From an optimization exercise on the open Yosys and OpenROAD flow, aimed at small area, a short achievable clock period and few clock cycles; shortcuts taken in it are not production practice.
Function was checked by simulation only, so behaviour that the tests miss may differ from the original.
Power is estimated from default activity; no workload was simulated.

File: design/flow/constraint.sdc
create_clock -name core_clock -period 5.0 [get_ports {clk_i}]
set_input_delay 1.0000 -clock core_clock [delete_from_list [all_inputs] [get_ports {clk_i}]]
set_output_delay 1.0000 -clock core_clock [all_outputs]
set_load 0.01 [all_outputs]
File: design/flow/flow/run.sh
#!/bin/bash
# The standard layout, with the ports buffered by plain buffers instead of the
# delay cells buffer_ports picks by default.
set -euo pipefail
export BUFFER_PORTS_ARGS="-buffer_cell sky130_fd_sc_hd__buf_2"
bash standard.sh > standard.log 2>&1
File: design/flow/design.v
module dmc_top (
    input         clk_i,
    input         rst_n_i,
    input         start_i,
    input         read_i,
    input         write_i,
    input  [31:0] address_i,
    input  [31:0] data_i,
    output [31:0] data_o,
    output        ready_o,
    output        mem_read_o,
    output        mem_write_o,
    output [31:0] mem_address_o,
    output [31:0] mem_data_o,
    input  [31:0] mem_data_i
);
reg [31:0]  store [0:15];      
reg [27:0]  tag   [0:3];
reg [3:0]   pres  [0:3];       
reg [3:0]   dirty;
reg        busy;               
reg        rdy;                
reg        mrd;                
reg [31:0] dreg;               
reg [31:0] wdat;               
reg        byp;                
reg        nbyp;               
reg        pw_v;
reg [3:0]  pw_a;               
reg        pw_mem;             
reg        pw_dreg;            
reg [27:0] vtag;               
reg [3:0]  ra_a;               
reg        ra_rd;              
reg [3:0]  mm;                 
reg [3:0]  av;                 
reg [1:0]  wp;                 
reg [31:0] mdo;                
reg        owr;                
reg [1:0]  oj;                 
wire [1:0]  idx = address_i[3:2];
wire [1:0]  off = address_i[1:0];
wire [27:0] tg  = address_i[31:4];
wire        req = rdy && start_i && (read_i || write_i);
wire        rd  = read_i;
wire        wr  = !read_i;
wire [27:0] ti = tag[idx];
wire        tmatch = ti == tg;
wire [3:0]  match;
wire [15:0] asel;
wire [15:0] wsel;
wire [15:0] sel;
genvar g;
generate
    for (g = 0; g < 4; g = g + 1) begin : cmp
        assign match[g] = tmatch;    
    end
    for (g = 0; g < 16; g = g + 1) begin : dec
        assign asel[g] = address_i[3:0] == g;
        assign wsel[g] = busy && {ra_a[3:2], wp} == g;
        assign sel[g]  = (rdy && asel[g]) || wsel[g];
    end
endgenerate
wire [3:0]  lv, lh, ld, lp;
generate
    for (g = 0; g < 4; g = g + 1) begin : line_state
        assign lv[g] = |pres[g];
        assign lh[g] = lv[g] && match[g];
        assign ld[g] = lv[g] && !match[g] && dirty[g];
        assign lp[g] = lh[g] && pres[g][off];
    end
endgenerate
wire [3:0]  pi      = pres[idx];
wire        dm      = ld[idx];
wire        present = lp[idx];
wire [31:0] wbus = pw_mem ? mem_data_i : pw_dreg ? dreg : wdat;
wire        rfwd   = pw_v && (pw_a == address_i[3:0]);
wire        mfwd   = pw_v && (pw_a == {ra_a[3:2], wp});
wire        fsel   = (rdy && rfwd) || (busy && mfwd);
reg  [31:0] rword;
integer k;
always @(*) begin
    rword = {32{fsel}} & wbus;
    for (k = 0; k < 16; k = k + 1)
        rword = rword | ({32{sel[k] && !(pw_v && pw_a == k)}} & store[k]);
end
wire [3:0]  mi     = ~pi;
wire [1:0]  mij    = mi[0] ? 2'd0 : mi[1] ? 2'd1 : mi[2] ? 2'd2 : 2'd3;
wire [1:0]  mmj    = mm[0] ? 2'd0 : mm[1] ? 2'd1 : mm[2] ? 2'd2 : 2'd3;
wire        wavail = av[wp] || (pw_v && pw_a[1:0] == wp);
wire        last   = owr && oj == 2'd3;
wire        issue_w = !last && mm == 4'd0 && wavail;
wire [1:0]  wp_n   = issue_w ? wp + 2'd1 : wp;
assign ready_o       = rdy;
assign data_o        = ({32{byp}} & mem_data_i) | ({32{nbyp}} & dreg);
assign mem_read_o    = (rdy && start_i && read_i) || mrd;
assign mem_write_o   = owr;
assign mem_address_o = ({32{rdy}} & address_i) | ({32{busy}} & {vtag, ra_a[3:2], oj});
assign mem_data_o    = mdo;
always @(posedge clk_i) begin
    if (pw_v)
        store[pw_a] <= wbus;
    if (req && rd)
        dreg <= rword;
    else if (byp)
        dreg <= mem_data_i;
    if (req && wr)
        wdat <= data_i;
    mdo <= rword;
    byp  <= req && rd && !present;
    nbyp <= !(req && rd && !present);
    pw_v <= 1'b0;
    if (!busy) begin
        vtag <= ti;
        ra_a <= address_i[3:0];
        ra_rd <= rd;
        av   <= pi;
        mrd  <= req && dm && mi != 4'd0;
        owr  <= 1'b0;
        oj   <= mij;
        mm   <= mi & ~(4'd1 << mij);
        wp   <= 2'd0;
    end
    if (req) begin
        tag[idx] <= tg;
        pw_a   <= address_i[3:0];
        pw_mem <= rd;
        pw_dreg <= 1'b0;
        if (dm) begin
            busy <= 1'b1;
            rdy  <= 1'b0;
        end else
            pw_v <= wr || !present;
        for (k = 0; k < 4; k = k + 1)
            if (idx == k) begin
                pres[k]  <= (lh[k] ? pres[k] : 4'd0) | (4'd1 << off);
                dirty[k] <= (lh[k] && dirty[k]) || wr;
            end
    end
    if (busy) begin
        if (pw_v)
            av[pw_a[1:0]] <= 1'b1;
        if (mrd) begin
            pw_v   <= 1'b1;
            pw_a   <= {ra_a[3:2], oj};
            pw_mem <= 1'b1;
        end
        wp   <= wp_n;
        if (last) begin
            busy   <= 1'b0;
            rdy    <= 1'b1;
            mrd    <= 1'b0;
            owr    <= 1'b0;
            pw_v   <= 1'b1;
            pw_a   <= ra_a;
            pw_mem <= 1'b0;
            pw_dreg <= ra_rd;
        end else if (mm != 4'd0) begin
            mrd    <= 1'b1;
            owr    <= 1'b0;
            oj     <= mmj;
            mm     <= mm & ~(4'd1 << mmj);
        end else begin
            mrd    <= 1'b0;
            owr    <= issue_w;
            oj     <= wp;
        end
    end
    if (!rst_n_i) begin
        busy <= 1'b0;
        rdy  <= 1'b1;
        mrd  <= 1'b0;
        byp  <= 1'b0;
        nbyp <= 1'b1;
        pw_v <= 1'b0;
        owr  <= 1'b0;
        for (k = 0; k < 4; k = k + 1)
            pres[k] <= 4'd0;
    end
end
endmodule
File: design/flow/standard.sh
#!/bin/bash
# synth_recipe.tcl (not shown) runs the flow's synth.tcl, then flattens the netlist and writes it again
# the make line also repeats each setting of config.mk as NAME=value (left out here)
make -C /OpenROAD-flow-scripts/flow DESIGN_CONFIG=/design/flow/config.mk WORK_HOME=/design/flow/orfs CLKGATE_MAP_FILE= SYNTH_SCRIPT=/design/flow/synth_recipe.tcl "${@:-finish}"
File: design/flow/config.mk
export PLATFORM = sky130hd
export DESIGN_NAME = dmc_top
export DESIGN_NICKNAME = dmc_top
export VERILOG_FILES = /design/flow/design.v
export SDC_FILE = /design/flow/constraint.sdc
export NUM_CORES = 4
export LEC_CHECK = 0
export CAP_MARGIN = 20
export CORE_MARGIN = 2
export CORE_UTILIZATION = 40
export CTS_BUF_LIST = sky130_fd_sc_hd__clkbuf_16
export CTS_CLUSTER_DIAMETER = 60
export CTS_CLUSTER_SIZE = 24
export PLACE_DENSITY = 0.68
export SETUP_SLACK_MARGIN = 2.4
export SLEW_MARGIN = 20
==> run_results.csv, run 1 <==
group,metric,value,unit
worst_setup_path,worstPathMaxFanout,7,
sta,fin_setup_tns,0,ns
global_route,grt_pass1_vias,18440,
floorplan,rows,101,
global_route,grt_pass1_wl,123.5,mm
synth,synth-seq-cells,798,
routing,postRouteAntennaNets,0,
pwr,p_seq_frac,0.568,
synth,synth_fp_nets,1975,
floorplan,pin_count,200,
final_layout,seq_area,23260,um^2
clocking,htree_levels,2,
sta,finalHoldViolCount,0,
floorplan,core,76080,um^2
floorplan,fp.dieW,281.4,um
pwr,p_sw_frac,0.2414,
pwr,clkPwrFrac,0.350,
clocking,cts_tree,"done",
global_route,grtUsageTotal,0.2135,
final_layout,utilization,0.4721,
floorplan,die-area,79180,um^2
synth,syn_avg_cell_area,16.46,um^2
routing,drtPass1Iterations,6,
placement,io_buffers,199,
sta,max_freq,377.5,MHz
final_layout,num-fill-cells,6424,
status,status,"complete, no violations",
flow_run,max_cap_viol_count,0,
worst_hold_path,hold_class,"reg2reg",
synth,synth_cell_types,59,
worst_setup_path,cp-end-kind,"primary output",
clocking,clock_latency,0.64,ns
final_layout,area_growth,16.70,%
synth,synth_area,30780,um^2
synth,synth-seq-area-share,0.7548,
final_layout,multi_input_area,7032,um^2
placement,dpl.hpwl,47.15,mm
sta,slew_violations,0,
clocking,cts.sink_count,798,
pwr,internal_power,10.27,mW
sta,period_share,0.5298,
routing,drt_iter0_markers,2758,
final_layout,layout.nets,2218,
pwr,p_sw,3.268,mW
placement,gp_congestion,0.8185,
clocking,hold_buffers,0,
routing,drt-vias-per-instance,5.930,
clocking,cts.path.max_buffers,3,
sta,rsz0062_at_grt,"yes",
routing,wl_per_cell,27.10,um
sta,maxSlewHeadroom,0.2776,
routing,vias,18910,
clocking,cts_root_buf,"clkbuf_16",
worst_setup_path,arrival,1.65,ns
floorplan,initial_core_util,0.4046,
synth,async_flop_share,0,
synth,synth-main-ff-cell,"edfxtp_1",
pwr,power.density,376.9,nW/um^2
pwr,combPwrFrac,0.083,
clocking,cts.clk_slew.worst_paths,0.08,ns
global_route,grt_max_degree,68,
placement,placed_cells,3063,
synth,synth_edf_count,725,
worst_setup_path,cp.required,4.00,ns
global_route,antenna_found_initial,2,
synth,yosysWarningCount,2,
global_route,grt.overflow.total,0,
sta,period_needed,2.649,ns
sta,finalSetupViolations,0,
floorplan,die_h,281.4,um
synth,syn_inst,1870,
pwr,power,13.54,mW
routing,wl,86.41,mm
routing,drc_errors,0,
pwr,cellLeakagePower,11.78,nW
sta,skew,0.05390,ns
sta,tightest_slew,1.084,ns
final_layout,final_cells,3188,
clocking,numCtsBuffers,52,
pwr,peakVddDrop,0.2619,mV
worst_setup_path,startpoint_type,"flip-flop",
worst_setup_path,critPathKind,"reg2out",
final_layout,drive_gt1_frac,0.2226,
==> per-stage QoR <==
| step | hold WS (ns) | setup slack, ns | area (um^2) |
|---|---|---|---|
| CTS | 0.4943 | 2.349 | 35700 |
| detailed placement | 0.4673 | 1.053 | 33330 |
| global placement | 0.4480 | 1.032 | 33290 |
| floorplan | 0.4391 | 2.040 | 30950 |
| finish | 0.5022 | 2.351 | 35920 |
| global route | 0.5085 | 2.327 | 35920 |
==> cell families after synthesis <==
| kind of cell | Yosys count | share of synthesized area |
|---|---|---|
| fa+ha+maj | 4 | 0.001626 |
| simple gates | 334 | 0.05890 |
| compound gates | 471 | 0.1132 |
| buf+inv | 154 | 0.02061 |
| flops | 798 | 0.7548 |
| mux | 72 | 0.04037 |
| xor+xnor | 37 | 0.01053 |
==> synthesized netlist by cell type, types with 30 or more instances <==
library cell | n | area share
a22o_1 | 64 | 0.018
a22oi_1 | 256 | 0.062
a41oi_1 | 32 | 0.0091
and4_1 | 64 | 0.018
clkbuf_1 | 103 | 0.013
dfxtp_1 | 73 | 0.047
edfxtp_1 | 725 | 0.71
mux2i_1 | 33 | 0.011
nand2_1 | 114 | 0.014
nand3_1 | 44 | 0.0072
nor2_1 | 49 | 0.0060
o21ai_0 | 45 | 0.0073
o22ai_1 | 30 | 0.0061
xnor2_1 | 32 | 0.0091
==> power by group through the flow <==
stage / clock [mW] / combinational (mW) / sequential, mW
CTS: 4.79 / 1.10 / 7.68
detailed placement: 0 / 1.04 / 7.84
floorplan: 0 / 0.577 / 7.81
global placement: 0 / 1.01 / 7.84
finish: 4.74 / 1.12 / 7.68
global route: 5.01 / 1.19 / 7.70
==> layer usage <==
layer	track usage	wire length [um]	vias to the layer above	share of wire
li1	-	-	8070	-
met1	0.2905	34150	9668	0.40
met2	0.3485	41780	1016	0.48
met3	0.03331	7506	152	0.087
met4	0.07856	2965	0	0.034
met5	0	0	-	0
==> what timing repair did <==
item,4_1_cts,5_1_grt
pin swaps,3,6
setup buffers,13,5
resized for setup,61,29
endpoints found under the setup margin,284,153
cloned,4,4
==> state kept, by name, indices dropped and copies added, names as in the netlist, 4 cells and up <==
register  flops
mm            4
vtag         28
wdat         32
dirty         4
dreg         32
ra_a          4
store       512
pres         16
av            4
pw_a          4
tag         112
mdo          32
==> path summary, 6_finish.rpt <==
| kind | to | from | slack, ns | cells after the start |
|---|---|---|---|---|
| setup reg to reg | tag[2][18] | rdy | 2.45 | 6 |
| hold / removal | pw_dreg | ra_rd | 0.50 | 2 |
| setup / recovery | mem_address_o[7] | busy | 2.35 | 3 |
| hold reg to reg | pw_dreg | ra_rd | 0.50 | 2 |
==> area by class of cell <==
cell class,instances,share of cell area
Inverter,27,0.003240
Antenna cell,2,0.0001393
Clock inverter,44,0.01487
Tap cell,1030,0.03588
Multi-Input combinational cell,918,0.1958
Clock buffer,53,0.03692
Timing Repair Buffer,314,0.06528
Timing Repair inverter,2,0.0004180
Sequential cell,798,0.6475
==> critical path, cell delays in order, from the launching register on <==
cell and delay, ns:
dfxtp_4 0.48, clkbuf_16 0.20, a22o_1 0.17, buf_2 0.14
==> cells in the final DEF, fill, tap and decap left out, types with 30 or more instances in the layout <==
cell       Yosys  final
a22oi_1      256    256
xnor2_1       32     32
buf_2         17    187
buf_4          1     83
mux2i_1       33     33
o21ai_0       45     45
and4_1        64     63
dfxtp_1       73     62
a22o_1        64     57
nand3_1       44     44
edfxtp_1     725    725
clkbuf_16      0     55
o22ai_1       30     30
nor2_1        49     48
mux4_2        26     31
a41oi_1       32     32
nand2_1      114    114
Testbench counts, summed over its fixed seeds: cycles 8,771.
==> run 2: changes to the inputs <==
==> design/flow/flow/run.sh (replaced) <==
#!/bin/bash
# The standard layout, with the ports buffered by plain buffers instead of the
# delay cells buffer_ports picks by default.
set -euo pipefail
export BUFFER_PORTS_ARGS="-buffer_cell sky130_fd_sc_hd__buf_1"
bash standard.sh > standard.log 2>&1
==> run_results.csv, run 2 <==
group,metric,value,unit
final_layout,num-fill-cells,6331,
floorplan,rows,101,
synth,yosysWarningCount,2,
synth,synthXorXnorAreaFrac,0.01053,
sta,max_freq,364.0,MHz
sta,slew_violations,0,
worst_hold_path,hold_class,"reg2reg",
final_layout,top_regs,"store x512, tag x112",
sta,tightest_slew,1.052,ns
final_layout,layout_common_cells,"edfxtp_1, a22oi_1, buf_1",
pwr,power,13.38,mW
placement,placed_cell_area,32930,um^2
floorplan,core,76080,um^2
synth,synthTopCellsByCount,"edfxtp_1, a22oi_1, nand2_1",
final_layout,largest_register,"store",
pwr,power.density,364.2,nW/um^2
clocking,cts_tree,"done",
synth,synth-compound-area-share,0.1132,
routing,drt_iter0_markers,2442,
worst_setup_path,crit_start,"address_i[2]",
sta,maxSlewHeadroom,0.2983,
synth,synth-seq-area-share,0.7548,
sta,period_share,0.5495,
worst_setup_path,cp_cell_sequence,"clkbuf_16 -> buf_12 -> buf_12 -> a22o_1 -> buf_6",
routing,drc_errors,0,
flow_run,max_cap_viol_count,0,
sta,finalSetupViolations,0,
clocking,cts.clk_slew.worst_paths,0.08,ns
synth,synth-seq-cells,798,
worst_setup_path,startpoint_type,"primary input",
worst_setup_path,reg2reg_depth,10,
synth,synth_top_area_cell,"edfxtp_1",
global_route,grt_pass1_vias,18670,
global_route,grt.overflow.total,0,
synth,yosys.cell_count.top_type,"edfxtp_1",
placement,io_buffers,199,
synth,syn_inst,1870,
global_route,grtUsageTotal,0.2211,
worst_setup_path,cp_slowest_stage_delay,0.19,ns
final_layout,area_growth,19.39,%
sta,fin_setup_tns,0,ns
routing,drt-vias-per-instance,5.998,
floorplan,die_h,281.4,um
synth,yosys.area.top_type_share,0.7073,
final_layout,drive_gt1_frac,0.2037,
placement,dpl.hpwl,45.57,mm
pwr,cellLeakagePower,11.75,nW
synth,synth_fp_nets,1975,
worst_hold_path,hold_depth,2,
worst_setup_path,cp.required,4.00,ns
synth,synth_top_family_by_area,"compound AO/OA/AOI/OAI gates",
worst_setup_path,worstPathMaxFanout,16,
global_route,antenna_found_initial,2,
synth,syn_avg_cell_area,16.46,um^2
synth,muxShareOfSynthArea,0.04037,
worst_setup_path,critPathKind,"in2out",
worst_hold_path,hold_path_end,"pw_dreg",
floorplan,die-area,79180,um^2
placement,gp_congestion,0.8569,
pwr,peakVddDrop,0.2751,mV
routing,wl,90.02,mm
final_layout,mostFrequentLayoutCell,"edfxtp_1",
final_layout,largest_reg_flops,512,
clocking,cts_root_buf,"clkbuf_16",
worst_setup_path,arrival,1.75,ns
clocking,cts.sink_count,798,
synth,synth_cell_types,59,
clocking,numCtsBuffers,49,
worst_setup_path,cp-end-kind,"primary output",
final_layout,final_area,36750,um^2
routing,drtPass1Iterations,5,
synth,synth-adder-area-share,0.001626,
synth,async_flop_share,0,
synth,synth_edf_count,725,
worst_setup_path,cp_slowest_cell,"a22o_1",
clocking,cts.path.max_buffers,3,
worst_setup_path,crit_top_cell,"buf_12",
clocking,htree_levels,2,
synth,synthTopCellsByArea,"edfxtp_1, a22oi_1, dfxtp_1",
synth,yosys.area_share.simple,0.05890,
routing,vias,19320,
final_layout,utilization,0.4830,
floorplan,fp.dieW,281.4,um
clocking,clock_latency,0.65,ns
synth,synth_area,30780,um^2
sta,finalHoldViolCount,0,
worst_hold_path,min_from,"ra_rd",
routing,wl_per_cell,27.95,um
final_layout,layout.nets,2253,
worst_setup_path,rrSetupSlack,2.40,ns
routing,postRouteAntennaNets,0,
synth,synth-main-ff-cell,"edfxtp_1",
sta,rsz0062_at_grt,"yes",
floorplan,initial_core_util,0.4046,
sta,skew,0.05607,ns
worst_setup_path,r2r-start,"rdy",
status,status,"complete, no violations",
floorplan,pin_count,200,
sta,period_needed,2.747,ns
global_route,grt_pass1_wl,127.7,mm
worst_setup_path,critical-path-top-delay-family,"buffers and inverters",
worst_setup_path,path_buf_inv,4,
worst_setup_path,r2r_end,"dreg[15]",
global_route,grt_max_degree,69,
-- run 2: timing repair --
action / CTS / global route
gates cloned: 20 / 3
hold buffers: 0 / 0
endpoints found under the setup margin: 328 / 188
pin swaps: 27 / 61
buffers inserted: 37 / 16
resized for setup: 158 / 120
-- run 2: how the worst max path moves through the flow --
stage	end	slack, ns	cells after the start
2_1_floorplan	byp	2.04	9
3_3_place_gp	dreg[20]	1.00	10
3_5_place_dp	dreg[18]	0.92	10
4_1_cts	mem_address_o[2]	2.17	5
5_1_grt	mem_address_o[2]	2.24	5
6_report	mem_address_o[2]	2.25	5
-- run 2: worst reg2reg max path: stages (launching register included) --
cell,delay [ns]
dfxtp_4,0.50
buf_12,0.15
buf_16,0.12
or3b_4,0.43
o22ai_2,0.20
and2_4,0.25
buf_12,0.15
buf_16,0.15
a22oi_1,0.08
and4_1,0.22
a41oi_1,0.19
-- run 2: stage by stage --
step           setup slack (ns)  cells  hold slack [ns]
2_1_floorplan             2.040   1870           0.4391
3_3_place_gp              1.003   3050           0.4860
3_5_place_dp             0.9184   3051           0.5017
4_1_cts                   2.166   3200           0.5063
5_1_grt                   2.237   3221           0.5198
6_report                  2.253   3221           0.5049
-- run 2: kinds of logic after synthesis --
family                   Yosys count
AO/OA/AOI/OAI                    471
adder cells (fa/ha/maj)            4
flip-flops                       798
buffers and inverters            154
AND/OR/NAND/NOR                  334
XOR/XNOR                          37
multiplexers                      72
-- run 2: cell type report --
| type | count | area (um^2) | area share |
|---|---|---|---|
| diodes | 2 | 5.005 | 0.0001362 |
| clock buffers | 51 | 1276 | 0.03473 |
| clock inverters | 41 | 455.4 | 0.01239 |
| inverters | 27 | 131.4 | 0.003575 |
| multi-input cells | 918 | 7393 | 0.2012 |
| flip-flops and latches | 798 | 23250 | 0.6328 |
| well taps | 1030 | 1289 | 0.03507 |
| repair buffers | 351 | 2920 | 0.07947 |
| repair inverters | 3 | 22.52 | 0.0006129 |
-- run 2: where the power goes --
part / total, mW / leakage [nW] / switching [mW] / internal, mW
sequential: 7.68 / 7.24 / 0.100 / 7.58
clock: 4.50 / 0.884 / 2.40 / 2.09
combinational: 1.20 / 3.62 / 0.758 / 0.443
-- run 2: per-layer routing --
| layer | vias up | wire length, um | GRT usage |
|---|---|---|---|
| li1 | 8148 | - | - |
| met1 | 9818 | 34830 | 0.3013 |
| met2 | 1184 | 43220 | 0.3599 |
| met3 | 170 | 8918 | 0.03812 |
| met4 | 0 | 3052 | 0.07638 |
| met5 | - | 0 | 0 |

port drivers added, routing unchanged:
How much do the figures lean on ideal ports? The routed layouts below were timed once more, with nothing changed but the port constraints. Step 1: set_driving_cell puts a clkbuf_16 on clk_i and a buf_2 on each other input, an assumption about the parent block. Step 2 moves the port delays by t, midway between the first and last clock arrival at a register: inputs arrive t later, outputs are due t later. That takes back most of the time a late clock gives input paths. a / b / c = ideal / step 1 / step 2; a / b = the first two.
run | t, ns | setup slack, ns | worst setup path at the end | latest minus earliest clock arrival (ns)
run 1 | 0.677 | 2.351 / 2.268 / 1.730 | input to register | 0.059 / 0.059
run 2 | 0.682 | 2.253 / 2.199 / 1.746 | input to register | 0.056 / 0.056
After both steps every run listed still meets setup and hold. For run 1, which loses most, drivers alone change the setup slack by -0.083 ns; drivers and shift together by -0.621 ns.
